This is an optimization exercise on Yosys and OpenROAD, whose aim is small area, a short achievable clock period and few clock cycles per item, not a production implementation.
Only simulation tests tie the RTL to the original design; equivalence was not proved.

Design sqrt, start of the top module:
module sqrt #(parameter width=64)
(
input                           clk,
input                           rst_n,
input                           start,
input   [width - 1'b1 : 0]      sqrt_data,
output  [width/2 - 1'b1 : 0]    sqrt_o,
output                          done
);
Size: roughly 0.0090 sq mm of cells after synthesis.
==> flow/config.mk <==
export PLATFORM = sky130hd
export DESIGN_NAME = sqrt
export DESIGN_NICKNAME = sqrt
export VERILOG_FILES = /design/flow/design.v
export SDC_FILE = /design/flow/constraint.sdc
export NUM_CORES = 4
export LEC_CHECK = 0
export ABC_AREA = 1
export CAP_MARGIN = 20
export CORE_MARGIN = 2
export CORE_UTILIZATION = 40
export CTS_BUF_LIST = sky130_fd_sc_hd__clkbuf_8 sky130_fd_sc_hd__clkbuf_16
export SLEW_MARGIN = 20
==> flow/constraint.sdc <==
create_clock -name core_clock -period 30.0 [get_ports {clk}]
set_input_delay 6.0000 -clock core_clock [delete_from_list [all_inputs] [get_ports {clk}]]
set_output_delay 6.0000 -clock core_clock [all_outputs]
set_load 0.01 [all_outputs]
standard.sh (not shown) runs the stock make flow with config.mk's settings and CLKGATE_MAP_FILE= SYNTH_SCRIPT=/design/flow/synth_recipe.tcl, a recipe that flattens the netlist after the stock synthesis.
==> flow/flow/run.sh <==
#!/bin/bash
# The standard layout, with each port buffered by a small buf_1 cell instead
# of the cell buffer_ports picks by default (clkdlybuf4s50_1).
set -euo pipefail
export BUFFER_PORTS_ARGS="-buffer_cell sky130_fd_sc_hd__buf_1"
bash standard.sh > standard.log 2>&1
The baseline finished with timing, DRC and antenna clean.
Testbench counts at the start, summed over its fixed seeds: cycles 44,815, ops 4,800.
Rerun with:
--- a/flow/config.mk
+++ b/flow/config.mk
@@ -11,3 +11,3 @@
 export CORE_UTILIZATION = 40
-export CTS_BUF_LIST = sky130_fd_sc_hd__clkbuf_8 sky130_fd_sc_hd__clkbuf_16
+export CTS_BUF_LIST = sky130_fd_sc_hd__clkbuf_8
 export SLEW_MARGIN = 20
The new run produced a clean layout.
First-iteration DRC count came out lower by 6.8%.
Die area stays the same.
Clock skew came out higher by 0.0041 ns.
Utilization goes down by 0.87 points.
Design area came out lower by 1.9%.
Cell count is unchanged.
Rerun with:
--- a/flow/config.mk
+++ b/flow/config.mk
@@ -11,3 +11,4 @@
 export CORE_UTILIZATION = 40
-export CTS_BUF_LIST = sky130_fd_sc_hd__clkbuf_8
+export CTS_CLUSTER_DIAMETER = 150
+export CTS_CLUSTER_SIZE = 40
 export SLEW_MARGIN = 20
Result: Synthesized cell count does not change; worst setup slack improves by 0.036 ns; die area does not change; cell count stays the same; utilization climbs by 0.87 points; critical path depth stays the same; wire length climbs by 1.3%; area after synthesis is unchanged.
Rerun with:
--- a/flow/config.mk
+++ b/flow/config.mk
@@ -11,4 +11,2 @@
 export CORE_UTILIZATION = 40
-export CTS_CLUSTER_DIAMETER = 150
-export CTS_CLUSTER_SIZE = 40
 export SLEW_MARGIN = 20
Sequential cell count does not change.
Setup slack stays the same.
Hold slack does not change.
Die area is unchanged.
Non-clock buffer count stays the same.
Global-route usage does not change.

========
Another version of the RTL of sqrt (not shown whole).
Size in the first run: roughly 1000 cells after synthesis, roughly 140 flip-flops, roughly 100 I/O pins.
==> flow/design.v (excerpt) <==
module sqrt #(parameter width=64)
(
input                           clk,
input                           rst_n,
input                           start,
input   [width - 1'b1 : 0]      sqrt_data,
output  [width/2 - 1'b1 : 0]    sqrt_o,
output                          done
);
clock: 30.0 ns
lec_check: 0
abc_area: 1
cap_margin: 20
core_margin: 2
core_utilization: 40
cts_buf_list: sky130_fd_sc_hd__clkbuf_4 sky130_fd_sc_hd__clkbuf_8
slew_margin: 20
Scripts as last shown in full above: flow/flow/run.sh
Testbench counts at the start, summed over its fixed seeds: cycles 40,378, ops 4,800.
Edit:
CORE_UTILIZATION = 65   (was 40)
CTS_BUF_LIST = sky130_fd_sc_hd__clkbuf_8   (was sky130_fd_sc_hd__clkbuf_4 sky130_fd_sc_hd__clkbuf_8)
Effect:
- The changed run completed without violations
- sequential cell count stays the same
- design area goes down by 1.6%
- wire length goes down by 4.5%
- sequential share of layout area goes up by 0.58 points
- synthesized area does not change
Edit:
CORE_UTILIZATION = 30   (was 65)
Outcome: The new run completed without violations. Critical path depth does not change. Worst setup slack degrades by 0.023 ns. Global-route usage goes down by 12 points. Cell count goes up by 16%. Non-clock buffer count does not change. Area after synthesis stays the same. Fmax goes down by 0.32%. Sequential cell count is unchanged.

re-timing with driven ports:
The flow's constraints put no driver on any port. The routed layouts listed below were extracted and timed again, unchanged, in two steps.
Step 1: set_driving_cell puts a clkbuf_16 on clk and a buf_2 on each other input, an assumption about the parent block.
Step 2, shift: input delay + t, output delay - t, t = (earliest + latest rising clock arrival at the registers) / 2. This alone moves slack from input paths to output paths.
a / b / c = ideal / step 1 / step 2; a / b = the first two.
run | shift t [ns] | slack for setup (ns) | worst setup path after step 2 | clock arrival spread, ns | worst data-port slew with drivers (ns)
the first run of note 1 | 0.467 | 22.940 / 22.896 / 23.362 | register to output | 0.015 / 0.015 | 0.04
the second run of note 1 | 0.486 | 22.905 / 22.864 / 23.350 | register to output | 0.020 / 0.020 | 0.04
the third run of note 1 | 0.467 | 22.940 / 22.896 / 23.362 | register to output | 0.015 / 0.015 | 0.04
the fourth run of note 1 | 0.467 | 22.940 / 22.896 / 23.362 | register to output | 0.015 / 0.015 | 0.04
the first run of note 2 | 0.481 | 22.884 / 22.844 / 23.182 | register to register | 0.019 / 0.019 | 0.04
the second run of note 2 | 0.490 | 22.822 / 22.783 / 22.919 | register to register | 0.013 / 0.012 | 0.04
the third run of note 2 | 0.516 | 22.799 / 22.759 / 23.275 | register to output | 0.015 / 0.015 | 0.04
After both steps every run listed still meets setup and hold.
